This design comes from an exercise in tuning for small area on the open sky130 flow, not from production work.
In this exercise RTL edits were held to simulation tests only and were not proved equivalent to the original.
Power figures rest on the tool's default switching activity, not on a simulated workload.

## design/flow/config.mk

```make
export PLATFORM = sky130hd
export DESIGN_NAME = top
export DESIGN_NICKNAME = top
export VERILOG_FILES = /design/flow/design.v
export SDC_FILE = /design/flow/constraint.sdc
export NUM_CORES = 4
export LEC_CHECK = 0
export CAP_MARGIN = 20
export CORE_MARGIN = 2
export CORE_UTILIZATION = 40
export SLEW_MARGIN = 20
```

## design/flow/constraint.sdc

```tcl
create_clock -name core_clock -period 10.0 [get_ports {CLOCK_50}]
set_input_delay 2.0000 -clock core_clock [delete_from_list [all_inputs] [get_ports {CLOCK_50}]]
set_output_delay 2.0000 -clock core_clock [all_outputs]
set_load 0.01 [all_outputs]
```

## design/flow/design.v

```verilog
module pc_vga_8x16 (
	input	[2:0]	col,
	input	[3:0]	row,
	input	[7:0]	ascii,
	output	pixel
);
localparam [16383:0] CHARROM = {
256'h00000000000000000000000000000000000000007e818199bd8181a5817e0000, 256'h000000007effffe7c3ffffdbff7e00000000000010387cfefefefe6c00000000,
256'h000000000010387cfe7c381000000000000000003c1818e7e7e73c3c18000000, 256'h000000003c18187effff7e3c18000000000000000000183c3c18000000000000,
256'hffffffffffffe7c3c3e7ffffffffffff00000000003c664242663c0000000000, 256'hffffffffffc399bdbd99c3ffffffffff0000000078cccccccc78321a0e1e0000,
256'h0000000018187e183c666666663c000000000000e0f070303030303f333f0000, 256'h000000c0e6e767636363637f637f0000000000001818db3ce73cdb1818000000,
256'h0000000080c0e0f0f8fef8f0e0c080000000000002060e1e3efe3e1e0e060200, 256'h0000000000183c7e1818187e3c18000000000000666600666666666666660000,
256'h000000001b1b1b1b1b7bdbdbdb7f00000000007cc60c386cc6c66c3860c67c00, 256'h00000000fefefefe0000000000000000000000007e183c7e1818187e3c180000,
256'h00000000181818181818187e3c18000000000000183c7e181818181818180000, 256'h000000000000180cfe0c1800000000000000000000003060fe60300000000000,
256'h000000000000fec0c0c00000000000000000000000002466ff66240000000000, 256'h0000000000fefe7c7c3838100000000000000000001038387c7cfefe00000000,
256'h00000000000000000000000000000000000000001818001818183c3c3c180000, 256'h00000000000000000000002466666600000000006c6cfe6c6c6cfe6c6c000000,
256'h000018187cc68606067cc0c2c67c18180000000086c66030180cc6c200000000, 256'h0000000076ccccccdc76386c6c38000000000000000000000000006030303000,
256'h000000000c18303030303030180c00000000000030180c0c0c0c0c0c18300000, 256'h000000000000663cff3c66000000000000000000000018187e18180000000000,
256'h0000003018181800000000000000000000000000000000007e00000000000000, 256'h000000001818000000000000000000000000000080c06030180c060200000000,
256'h000000007cc6c6e6f6decec6c67c0000000000007e1818181818187838180000, 256'h00000000fec6c06030180c06c67c0000000000007cc60606063c0606c67c0000,
256'h000000001e0c0c0cfecc6c3c1c0c0000000000007cc6060606fcc0c0c0fe0000, 256'h000000007cc6c6c6c6fcc0c0603800000000000030303030180c0606c6fe0000,
256'h000000007cc6c6c6c67cc6c6c67c000000000000780c0606067ec6c6c67c0000, 256'h0000000000181800000018180000000000000000301818000000181800000000,
256'h00000000060c18306030180c06000000000000000000007e00007e0000000000, 256'h000000006030180c060c183060000000000000001818001818180cc6c67c0000,
256'h000000007cc0dcdededec6c6c67c000000000000c6c6c6c6fec6c66c38100000, 256'h00000000fc666666667c666666fc0000000000003c66c2c0c0c0c0c2663c0000,
256'h00000000f86c6666666666666cf8000000000000fe6662606878686266fe0000, 256'h00000000f06060606878686266fe0000000000003a66c6c6dec0c0c2663c0000,
256'h00000000c6c6c6c6c6fec6c6c6c60000000000003c18181818181818183c0000, 256'h0000000078cccccc0c0c0c0c0c1e000000000000e666666c78786c6666e60000,
256'h00000000fe6662606060606060f0000000000000c3c3c3c3c3dbffffe7c30000, 256'h00000000c6c6c6c6cedefef6e6c60000000000007cc6c6c6c6c6c6c6c67c0000,
256'h00000000f0606060607c666666fc000000000e0c7cded6c6c6c6c6c6c67c0000, 256'h00000000e66666666c7c666666fc0000000000007cc6c6060c3860c6c67c0000,
256'h000000003c18181818181899dbff0000000000007cc6c6c6c6c6c6c6c6c60000, 256'h00000000183c66c3c3c3c3c3c3c30000000000006666ffdbdbc3c3c3c3c30000,
256'h00000000c3c3663c18183c66c3c30000000000003c181818183c66c3c3c30000, 256'h00000000ffc3c16030180c86c3ff0000000000003c30303030303030303c0000,
256'h0000000002060e1c3870e0c080000000000000003c0c0c0c0c0c0c0c0c3c0000, 256'h000000000000000000000000c66c38100000ff00000000000000000000000000,
256'h000000000000000000000000001830300000000076cccccc7c0c780000000000, 256'h000000007c666666666c786060e00000000000007cc6c0c0c0c67c0000000000,
256'h0000000076cccccccc6c3c0c0c1c0000000000007cc6c0c0fec67c0000000000, 256'h00000000f060606060f060646c3800000078cc0c7ccccccccccc760000000000,
256'h00000000e666666666766c6060e00000000000003c1818181818380018180000, 256'h003c66660606060606060e000606000000000000e6666c78786c666060e00000,
256'h000000003c181818181818181838000000000000dbdbdbdbdbffe60000000000, 256'h00000000666666666666dc0000000000000000007cc6c6c6c6c67c0000000000,
256'h00f060607c6666666666dc0000000000001e0c0c7ccccccccccc760000000000, 256'h00000000f06060606676dc0000000000000000007cc60c3860c67c0000000000,
256'h000000001c3630303030fc30301000000000000076cccccccccccc0000000000, 256'h00000000183c66c3c3c3c300000000000000000066ffdbdbc3c3c30000000000,
256'h00000000c3663c183c66c3000000000000f80c067ec6c6c6c6c6c60000000000, 256'h00000000fec6603018ccfe0000000000000000000e18181818701818180e0000,
256'h000000001818181818001818181800000000000070181818180e181818700000, 256'h000000000000000000000000dc7600000000000000fec6c6c66c381000000000};
wire [14:0] idx = {ascii[7:0], row, ~col};
assign pixel = idx[14] ? 1'b0 : CHARROM[idx[13:0]];
endmodule
module VGA(clk, rst, ce_p, ce_n, Reset, c25, VGA_R, VGA_G, VGA_B, VGA_CLK, VGA_BLANK, VGA_HS, VGA_VS, VGA_SYNC, row_out, col_out, pixel_in);
	parameter cols = 793;
	parameter rows = 525;
	parameter rsl = 2;
	parameter hsl = 95;
	parameter disp = 138;
	parameter d_row = 6'h24;  
	parameter d_col = 8'h88;  
	input clk, rst, ce_p, ce_n;
	input c25;
	input Reset;
	output [9:0] VGA_R, VGA_G, VGA_B;
	output VGA_CLK, VGA_BLANK, VGA_HS, VGA_VS, VGA_SYNC;
	assign VGA_CLK = c25;
	input [7:0] pixel_in;
	output [9:0] row_out, col_out;
	reg [9:0] blue, green, red;
	assign VGA_R = red;
	assign VGA_G = green;
	assign VGA_B = blue;
	assign VGA_SYNC = 1'b0;
	reg [9:0] row, column;
	assign VGA_VS = (row < rsl) ? 1'b0 : 1'b1;
	assign VGA_HS = (column < hsl) ? 1'b0 : 1'b1;
	assign VGA_BLANK = VGA_HS & VGA_VS;
	assign row_out = (row + 1'b1> d_row) ? (row + 1'b1 -d_row) : 10'h000;
	assign col_out = (column + 1'b1 > d_col) ? (column + 1'b1 - d_col) : 10'h000;
	always@(posedge clk) begin
		if(rst | ~Reset) begin
			row <= 0;
			column <= 0;
		end
		else if (ce_p) begin
			if(column < cols) begin
				column <= column + 1'b1;
			end else begin
				column <= 0;
				if(row < rows) begin
					row <= row + 1'b1;
				end else begin
					row <= 0;
				end
			end
		end
	end
	always@(posedge clk) begin
		if (rst) begin
			blue <= 10'h000;
			red <= 10'h000;
			green <= 10'h000;
		end else if (ce_n) begin
		if(row >= d_row && row < 516) begin
			if(column >= d_col && column < 776) begin
				red <= 8'h92*pixel_in[7:5];
				green <= 8'h92*pixel_in[4:2];
				blue <= 9'h155*pixel_in[1:0];
			end
			else begin
				blue <= 10'h000;
				red <= 10'h000;
				green <= 10'h000;
			end
		end else begin
			blue <= 10'h000;
			red <= 10'h000;
			green <= 10'h000;
		end
		end
	end
endmodule
module LCD_out(clk, rst, ce400, line1, line2, LCD_DATA, LCD_RW, LCD_EN, LCD_RS, LCD_ON, LCD_BLON);
	input clk, rst, ce400;
	input [127:0] line1;
	input [127:0] line2;
	reg [3:0] charpos;
	reg [1:0] line;
	reg ln2;
	output [7:0] LCD_DATA;
	output LCD_RW, LCD_EN, LCD_RS, LCD_ON, LCD_BLON;
	assign LCD_BLON = 0;  
	assign LCD_ON = 1;  
	reg [7:0] dataout;
	assign LCD_DATA = dataout;
	reg [2:0] cmd;
	assign {LCD_EN, LCD_RS, LCD_RW} = cmd;
	reg busyflag;
	reg [6:0] state;
	reg [6:0] statehold;
	always@(posedge clk) begin
		if (rst) begin
			charpos <= 4'h0;
			line <= 2'h0;
			ln2 <= 1'b0;
			dataout <= 8'h00;
			cmd <= 3'b000;
			state <= 7'd2;
			statehold <= 7'd0;
		end else if (ce400) begin
		case(state)
			0: begin
				cmd <= 3'b000;
				state <= 1;
			end
			1: begin
				cmd <= 3'b100;
				state <= statehold;
			end
			2: begin
				cmd <= 3'b100;
				dataout <= 8'h38;
				statehold <= 3;
				state <= 0;
			end
			3: begin
				cmd <= 3'b100;
				dataout <= 8'h38;
				statehold <= 4;
				state <= 0;
			end
			4: begin
				cmd <= 3'b100;
				dataout <= 8'h38;
				statehold <= 5;
				state <= 0;
			end
			5: begin
				cmd <= 3'b100;
				dataout <= 8'h38;
				statehold <= 6;
				state <= 0;
			end
			6: begin
				cmd <= 3'b100;
				dataout <= 8'h08;
				statehold <= 7;
				state <= 0;
			end
			7: begin
				cmd <= 3'b100;
				dataout <= 8'h01;
				statehold <= 8;
				state <= 0;
			end
			8: begin
				cmd <= 3'b100;
				dataout <= 8'h0C;
				statehold <= 9;
				state <= 0;
			end
			9: begin
				cmd <= 3'b100;
				dataout <= 8'h06;
				statehold <= 32;
				state <= 0;
			end
			10: begin
				cmd <= 3'b100;
				dataout <= 8'h80;
				state <= 0;
			end
			11: begin
				cmd <= 3'b100;
				state <= 11;
			end
			12: begin
				cmd <= 3'b100;
				dataout <= 8'h68;
				statehold <= 32;
				state <= 0;
			end
			32: begin
				cmd <= 3'b110;
				if(line > 0) begin
					dataout <= 8'h30;
					charpos <= charpos + 1;
					if(charpos == 7) begin
						charpos <= 0;
						line <= line + 1;
					end
				end else begin
					case(charpos)
						0: dataout <= ln2 ? line2[127:120] : line1[127:120];
						1: dataout <= ln2 ? line2[119:112] : line1[119:112];
						2: dataout <= ln2 ? line2[111:104] : line1[111:104];
						3: dataout <= ln2 ? line2[103:96] : line1[103:96];
						4: dataout <= ln2 ? line2[95:88] : line1[95:88];
						5: dataout <= ln2 ? line2[87:80] : line1[87:80];
						6: dataout <= ln2 ? line2[79:72] : line1[79:72];
						7: dataout <= ln2 ? line2[71:64] : line1[71:64];
						8: dataout <= ln2 ? line2[63:56] : line1[63:56];
						9: dataout <= ln2 ? line2[55:48] : line1[55:48];
						10: dataout <= ln2 ? line2[47:40] : line1[47:40];
						11: dataout <= ln2 ? line2[39:32] : line1[39:32];
						12: dataout <= ln2 ? line2[31:24] : line1[31:24];
						13: dataout <= ln2 ? line2[23:16] : line1[23:16];
						14: dataout <= ln2 ? line2[15:8] : line1[15:8];
						15: begin
							dataout <= ln2 ? line2[7:0] : line1[7:0];
							line <= 1;
							ln2 <= ~ln2;
						end
					endcase
					charpos <= charpos + 1;
				end
				statehold <= 32;
				state <= 0;
			end
		endcase
		end
	end
endmodule
module SDCard(clk_in, rst, ce800, cs, sclk, mosi, miso, cmd, cmdready, busy);
	input clk_in, rst, ce800;
	input miso, cmdready;
	input [47:0] cmd;
	output cs, sclk, mosi, busy;
	assign busy = busyreg;
	assign cs = 1'b0;
	reg busyreg;
	reg clk;
	reg clke;
	reg sclke;
	assign sclk = clk & sclke;
	reg [3:0] clkcount;
	reg [1:0] clkstate;
	reg sd_tick;
	assign mosi = cmd[iterator];
	always@(posedge clk_in) begin
		if (rst) begin
			clk <= 1'b0;
			sclke <= 1'b1;
			clkcount <= 4'h0;
			clkstate <= 2'b00;
			sd_tick <= 1'b0;
		end else begin
		sd_tick <= ce800 && (clkstate == 2'b11) && !clk;
		if (ce800) begin
		case (clkstate)
			2'b00: begin
				clk <= 1'b0;
				clkstate <= 2'b01;
			end
			2'b01: begin
				clkstate <= 2'b10;
				sclke <= clke;
				clkcount <= 4'h7;
			end
			2'b10: begin
				clk <= 1'b0;
				clkstate <= (&clkcount) ? 2'b01 : 2'b11;
			end
			2'b11: begin
				clk <= 1'b1;
				clkcount <= clkcount + 1'b1;
				clkstate <= 2'b10;
			end
		endcase
		end
		end
	end
	reg [5:0] wtime;
	reg [2:0] state;
	reg [8:0] count;
	wire test = &clkcount;
	wire test2 = cmdready & test;
	reg [5:0] iterator;
	always@(posedge clk_in) begin
		if (rst) begin
			busyreg <= 1'b1;
			clke <= 1'b1;
			wtime <= 6'h00;
			state <= 3'h0;
			count <= 9'h000;
			iterator <= 6'h00;
		end else if (sd_tick) begin
		case(state)
			0: begin
				clke <= 1'b1;  
				wtime <= 6'h13;  
				state <= 2;  
			end
			1: begin
				clke <= 1'b0;  
				wtime <= 6'h13;  
				state <= 2;  
			end
			2: begin
				wtime <= wtime + 1;  
				state <= (&wtime) ? 3 : 2;  
			end
			3: begin
				state <= test ? 4 : 3;
				clke <= test ? 1'b0 : clke;
			end
			4: begin
				clke <= 1'b0;
				state <= test2 ? 5:4;
				busyreg <= 1'b0;
			end
			5: begin
				clke <= 1'b1;
				iterator <= 47;
				state <= 6;
				busyreg <= 1'b1;
			end
			6: begin
				iterator <= iterator - 1;
				state <= (iterator > 0) ? 6 : 1;
				clke <= (iterator > 0) ? 1 : 0;
			end
		endcase
		end
	end
endmodule
module top(
	CLOCK_50,
	reset,
	VGA_R, VGA_G, VGA_B, VGA_CLK, VGA_BLANK, VGA_HS, VGA_VS, VGA_SYNC,
	SW, KEY,
	LCD_DATA, LCD_RW, LCD_EN, LCD_RS, LCD_ON, LCD_BLON,
	SRAM_ADDR, SRAM_DQ_IN, SRAM_DQ_OUT, SRAM_DQ_OE, SRAM_WE_N, SRAM_OE_N, SRAM_UB_N, SRAM_LB_N, SRAM_CE_N,
	SD_DAT, SD_DAT3, SD_CMD, SD_CLK);
	input reset;
		input CLOCK_50;  
		wire c25;  
		reg clk400hz;
		reg [7:0] ccount;  
		reg [7:0] lcdcount;  
		assign c25 = ccount[0];
		wire c25_rise = ~ccount[0];             
		wire c25_fall = ccount[0];              
		wire clk800_rise = (ccount[6:0] == 7'h3F);  
		wire clk400_rise = (lcdcount == 8'hF4) & ~clk400hz;  
		always@(posedge CLOCK_50) begin
			if (reset) begin
				ccount <= 8'h00;
				lcdcount <= 8'h00;
				clk400hz <= 1'b0;
			end else begin
			ccount <= ccount + 1'b1;
			if(&ccount) lcdcount <= lcdcount + 1'b1;
			if(lcdcount == 8'hF4) begin
				clk400hz <= ~clk400hz;
				lcdcount <= 8'h00;
			end
			end
		end
		output [9:0] VGA_R, VGA_G, VGA_B;
		output VGA_CLK, VGA_BLANK, VGA_HS, VGA_VS, VGA_SYNC;
		wire vgaReset;
		assign vgaReset = KEY[3];
		wire [9:0] vga_row, vga_col;
		wire [7:0] vga_pixel = char_in[15:8] * rompix;
		VGA monitor (CLOCK_50, reset, c25_rise, c25_fall, vgaReset, c25, VGA_R, VGA_G, VGA_B, VGA_CLK, VGA_BLANK, VGA_HS, VGA_VS, VGA_SYNC, vga_row, vga_col, vga_pixel);
	output [7:0] LCD_DATA;
	output LCD_RW, LCD_EN, LCD_RS, LCD_ON, LCD_BLON;
	reg [7:0] lcddisp [31:0];
	reg [4:0] lcdcursor;
	LCD_out lcd (CLOCK_50, reset, clk400_rise,
		{lcddisp [0],lcddisp [1],lcddisp [2],lcddisp [3],lcddisp [4],lcddisp [5],lcddisp [6],lcddisp [7],
		lcddisp [8],lcddisp [9],lcddisp [10],lcddisp [11],lcddisp [12],lcddisp [13],lcddisp [14],lcddisp [15]},
		{lcddisp [16],lcddisp [17],lcddisp [18],lcddisp [19],lcddisp [20],lcddisp [21],lcddisp [22],lcddisp [23],
		lcddisp [24],lcddisp [25],lcddisp [26],lcddisp [27],lcddisp [28],lcddisp [29],lcddisp [30],lcddisp [31]},
		LCD_DATA, LCD_RW, LCD_EN, LCD_RS, LCD_ON, LCD_BLON);
		wire rompix;
		pc_vga_8x16 charrom(vga_col[2:0] - 1'b1,vga_row[3:0],~ascii,rompix);
		output [17:0] SRAM_ADDR;
		input [15:0] SRAM_DQ_IN;
		output [15:0] SRAM_DQ_OUT;
		output SRAM_DQ_OE;
		output SRAM_CE_N, SRAM_OE_N, SRAM_WE_N, SRAM_UB_N, SRAM_LB_N;
		reg sram_we;
		reg [15:0] sram_out, char_in;
		wire [7:0] ascii = char_in[7:0];  
		reg [17:0] sram_address;
		assign SRAM_WE_N = ~sram_we;  
		assign SRAM_CE_N = 1'b0;  
		assign SRAM_OE_N = 1'b0;  
		assign SRAM_UB_N = 1'b0;  
		assign SRAM_LB_N = 1'b0;  
		assign SRAM_ADDR = sram_address;  
		assign SRAM_DQ_OUT = sram_out;
		assign SRAM_DQ_OE = sram_we;
		wire [15:0] SRAM_DQ = sram_we ? sram_out : SRAM_DQ_IN;
			parameter offset = 18'h3F69F;
			wire [17:0] char_pos = ((vga_col/8) + (7'h50 * ((vga_row)/16))) + offset;
			reg [11:0] cursor;  
			wire cblank = 1'b0;  
		integer i;
		always@(posedge CLOCK_50) begin
			if (reset) begin
				sram_we <= 1'b0;
				sram_address <= 18'h00000;
				sram_out <= 16'h0000;
				char_in <= 16'h0000;
				lcdcursor <= 5'h00;
				cursor <= 12'h000;
				for (i = 0; i < 32; i = i + 1) lcddisp[i] <= 8'h00;
			end else
			if(vga_col[2:0] == 3'b000) begin
					sram_we <= 1'b0;
					sram_address <= char_pos;
					char_in <= SRAM_DQ;
			end else if (vga_col[2:0] == 3'b001) begin
				sram_we <= 1'b0;
				sram_address <= lcdcursor + offset;
				lcddisp[lcdcursor] <= {3'b000, lcdcursor}; 
				lcdcursor <= lcdcursor + 1'b1;
			end else begin
				if(cblank) begin
					sram_we <= 1'b1;
					cursor <= (cursor + 1'b1) % 12'h960;
					sram_address <= offset + cursor;
					sram_out <= 16'h0000;
				end else begin
					if(~KEY[1]) begin
						sram_we <= 1'b1;
						sram_address <= sram_address + 1'b1;
						sram_out <= sram_address[15:0];
					end else begin
					sram_we <= SW[17];
					sram_address <= (offset + SW[16:8]);
					sram_out <= {8'hFF, SW[7:0]};
					end
				end
			end
		end
	input [3:0] KEY;
	input [17:0] SW;
		input SD_DAT;  
		output SD_CLK,  
				SD_CMD,  
				SD_DAT3;  
		wire [47:0] cmd = 48'h0;
		wire cmdready = 1'b0;
		wire sdbusy;
		SDCard sdc(CLOCK_50, reset, clk800_rise, SD_DAT3, SD_CLK, SD_CMD, SD_DAT, cmd, cmdready, sdbusy);
endmodule
```

## design/flow/run.sh

```bash
#!/bin/bash
# synth_recipe.tcl (not shown) runs the flow's synth.tcl, then flattens the netlist and writes it again
# the make line also repeats each setting of config.mk as NAME=value (left out here)
make -C /OpenROAD-flow-scripts/flow DESIGN_CONFIG=/design/flow/config.mk WORK_HOME=/design/flow/orfs CLKGATE_MAP_FILE= SYNTH_SCRIPT=/design/flow/synth_recipe.tcl finish
```

==> run summary <==
status=finished clean; post-synthesis cell area=23800 sq um; CTS Buffer Depth=3; core box area=59000 sq um; clock period minus final worst setup slack=8.46 ns; placed wire-length estimate after detailed placement=80400 um; leakage power summed over all cells=8.93 nW; Max Cap Violations=0; portion of synthesized cell area occupied by the leading cell type=0.201; total power density per cell area=113 nW/um^2; Worst Tran Pin Value=1.16 ns; number of antenna violations at the first check in global routing=7; relative max-transition margin=0.230; Met1 Wirelength=45100 um; number of pins with negative max-slew slack in the final report=0; library cell used as clock root buffer=sky130_fd_sc_hd__clkbuf_16; most common library cells after synthesis=sky130_fd_sc_hd__nor2_1 (377), sky130_fd_sc_hd__nand2_1 (250), sky130_fd_sc_hd__a21oi_1 (206); Synth warnings=4; Setup crit start kind=flop; critical path type=flop to flop; endpoint arrival time on the critical path=8.94 ns; required arrival time at the worst endpoint=10.48 ns; timing-limited maximum frequency=118 MHz; PortBufs=116; first-pass GRT wire length=167000 um; TritonCTS buffer count=37; Clock Pin Slew Worst Setup and Hold Paths=0.08 ns; average detailed-routed wire length per instance=30.5 um; signed area change from the synthesized netlist to the final layout=13.0%; share of synthesized area occupied by flip-flops and latches=0.330; biggest area contributors in the synthesized netlist=sky130_fd_sc_hd__edfxtp_1 (20%), sky130_fd_sc_hd__dfxtp_1 (13%), sky130_fd_sc_hd__nor2_1 (5.9%); insertion delay of the later-clocked pin in the worst-skew pair=0.56 ns; Mapped Cells=3003; aggregate negative setup slack=0 ns; hold wc startpoint=char_in[15]; fraction of the cycle the final worst path needs=0.846; most used standard cell by instance count after synthesis=sky130_fd_sc_hd__nor2_1; number of nets with antenna violations after routing=0; wirelength, routed=117000 um; Post-synth EDFFs=160; Final #Nets=3122; I/O pin count=132; total clock sinks=313; Clock Skew=0.0183 ns; detailed-route vias per instance=6.74; met2 WL=49100 um; kind of end point of the critical path=flop; total of cells resized after clock tree synthesis=0; global placement routability congestion=1.11; num rows=89; worst hold stages=2; reg2reg setup slack=1.54 ns; CTS hold repair buffers=0; via total after detailed routing=25700; reg-to-reg endpoint=monitor.green[8]; DRT Pass-1 Iters=10; post-layout util=0.456; area of the die=61600 sq um; amount of wire on met3 after detailed routing=13700 um; Starting Density=0.404; highest ir drop seen on vdd=0.121 mV; CP Max Fanout=28; prevailing post-synth register cell=sky130_fd_sc_hd__edfxtp_1; setup-violating endpoint count in the final report=0; die height=248 um; die width=248 um; register bit count reported by yosys=313; Critical R2R Launch=monitor.column[0]; final-report hold violation count=0; average cell area after synthesis=7.94 sq um; residual DRC count=0; TritonCTS clock tree=done; number of global-route vias before repair=24100; uppermost layer routed=met5; Worst Hold Endpoint=monitor.red[6]; async set-or-reset flop fraction in the synthesized netlist=0; unrepaired setup endpoints after global routing=false; maximum number of pins on one net before global-route repair=79; Post-CTS Setup Bufs=0; CTS HTree Levels=2; Netlist cell types=108; violation count after the first detailed-routing iteration=3562; global router's overall resource usage=0.370; Synth area leader=sky130_fd_sc_hd__edfxtp_1; proportion of layout cells with a drive suffix above 1=0.0871; r2r worst-path depth=22; worst hold-check path type=flop to flop; Overflow after GRT=0
[cell type report]
cell class / count / area [sq um]
Multi-Input combinational cell: 2374 / 14600
Sequential cell: 313 / 7880
Tap cell: 773 / 967
Fill cell: 5828 / 32100
Timing Repair Buffer: 214 / 1890
Antenna cell: 3 / 7.51
Clock buffer: 46 / 1040
Clock inverter: 22 / 243
Inverter: 73 / 274
[placed cells by master, fill, tap and decap left out, types with 40 or more instances in the layout]
master / count
sky130_fd_sc_hd__a211oi_1: 85
sky130_fd_sc_hd__a21oi_1: 204
sky130_fd_sc_hd__a31oi_1: 54
sky130_fd_sc_hd__buf_4: 99
sky130_fd_sc_hd__clkbuf_16: 40
sky130_fd_sc_hd__clkdlybuf4s50_1: 115
sky130_fd_sc_hd__conb_1: 60
sky130_fd_sc_hd__dfxtp_1: 150
sky130_fd_sc_hd__edfxtp_1: 160
sky130_fd_sc_hd__ha_1: 63
sky130_fd_sc_hd__inv_1: 70
sky130_fd_sc_hd__mux2i_1: 111
sky130_fd_sc_hd__nand2_1: 249
sky130_fd_sc_hd__nand3_1: 88
sky130_fd_sc_hd__nor2_1: 376
sky130_fd_sc_hd__nor3_1: 138
sky130_fd_sc_hd__o211ai_1: 44
sky130_fd_sc_hd__o21ai_0: 173
sky130_fd_sc_hd__o22ai_1: 61
sky130_fd_sc_hd__xnor2_1: 55
[stage by stage]
stage	instances	hold slack [ns]	setup WS [ns]	area, sq um	power (mW)
detailed placement	3747	0.462	2.05	25600	1.63
CTS	3815	0.473	1.99	26900	3.05
global route	3815	0.489	1.25	26900	3.12
finish	3818	0.470	1.54	26900	3.04
floorplan	3061	0.415	4.25	24100	1.54
global placement	3747	0.453	2.20	25600	1.63
[sequential cells by signal, indices dropped and copies added (netlist names), 5 cells and up]
register,flops
monitor.column,10
char_in,16
sdc.wtime,6
monitor.row,10
lcd.state,5
sram_address,18
sram_out,16
sdc.iterator,6
lcdcount,8
lcdcursor,5
lcd.statehold,5
ccount,8
lcd.dataout,8
lcddisp,160
[routing by layer]
layer | up-vias | track usage
met5 | - | 0
met4 | 14 | 0.230
met3 | 543 | 0.116
met2 | 1758 | 0.547
met1 | 12300 | 0.469
li1 | 11100 | -
[where the power goes]
| part | internal (mW) | total, mW | switching (mW) | leakage, nW |
|---|---|---|---|---|
| Clock | 0.854 | 1.42 | 0.571 | 0.632 |
| Combinational | 0.0659 | 0.196 | 0.131 | 5.52 |
| Sequential | 1.39 | 1.42 | 0.0212 | 2.78 |
[how the worst max path moves through the flow]
stage / end / from / slack, ns / cells after the start
finish: monitor.green[8] / monitor.column[0] / 1.54 / 22
global route: monitor.green[7] / monitor.column[0] / 1.25 / 22
CTS: monitor.green[8] / monitor.column[0] / 1.99 / 22
floorplan: monitor.blue[7] / monitor.column[1] / 4.25 / 26
global placement: monitor.red[6] / monitor.column[0] / 2.20 / 21
detailed placement: monitor.green[8] / monitor.column[0] / 2.05 / 22
[kinds of logic after synthesis]
group                    count (synthesis)  share of synthesized area
multiplexers                           114                     0.0480
AO/OA/AOI/OAI                          967                      0.275
adder cells (fa/ha/maj)                 68                     0.0363
flip-flops                             313                      0.330
XOR/XNOR                                91                     0.0337
buffers and inverters                  374                     0.0693
AND/OR/NAND/NOR                       1074                      0.208
other                                    2                   0.000315
[critical path, cell delays in order (launching register included)]
cell,delay (ns)
sky130_fd_sc_hd__dfxtp_1,0.59
sky130_fd_sc_hd__ha_1,0.58
sky130_fd_sc_hd__nand4_1,0.26
sky130_fd_sc_hd__nor2_1,0.32
sky130_fd_sc_hd__o211ai_1,0.19
sky130_fd_sc_hd__a32oi_2,0.59
sky130_fd_sc_hd__nand2_1,0.30
sky130_fd_sc_hd__nand2_1,0.32
sky130_fd_sc_hd__ha_1,0.24
sky130_fd_sc_hd__inv_1,0.06
sky130_fd_sc_hd__ha_2,0.74
sky130_fd_sc_hd__nand2_1,0.22
sky130_fd_sc_hd__nand2_1,0.76
sky130_fd_sc_hd__nand2_1,0.44
sky130_fd_sc_hd__and3_1,0.34
sky130_fd_sc_hd__a2111oi_0,0.37
sky130_fd_sc_hd__o21ai_0,0.13
sky130_fd_sc_hd__a221oi_1,0.36
sky130_fd_sc_hd__o21ai_0,0.18
sky130_fd_sc_hd__o221ai_1,0.71
sky130_fd_sc_hd__o311a_4,0.42
sky130_fd_sc_hd__o21ai_1,0.09
sky130_fd_sc_hd__o21ai_1,0.12

[what the ideal ports hide]
In the flow no input, the clock included, has a driving cell. The finished layout below was timed again as built, in two steps. Step 1 (the two cells are an assumption about what drives the block):
set clk [get_ports {CLOCK_50}]
set_driving_cell -lib_cell sky130_fd_sc_hd__clkbuf_16 $clk
set_driving_cell -lib_cell sky130_fd_sc_hd__buf_2 [delete_from_list [all_inputs] $clk]
Step 2 also shifts input and output timing later by t, the mid clock arrival at the registers, as if the neighbouring blocks saw the same clock. a / b / c = ideal / step 1 / step 2; a / b = the first two.
t (ns): 0.616
setup WS [ns]: 1.543 / 1.543 / 1.543
worst setup path at the end: register to register
clock arrival spread, ns: 0.020 / 0.020
worst data-port slew with drivers (ns): 0.14
After both steps this run still meets setup and hold. For this run, drivers alone change the setup slack by 0.000 ns; drivers and shift together by 0.000 ns.
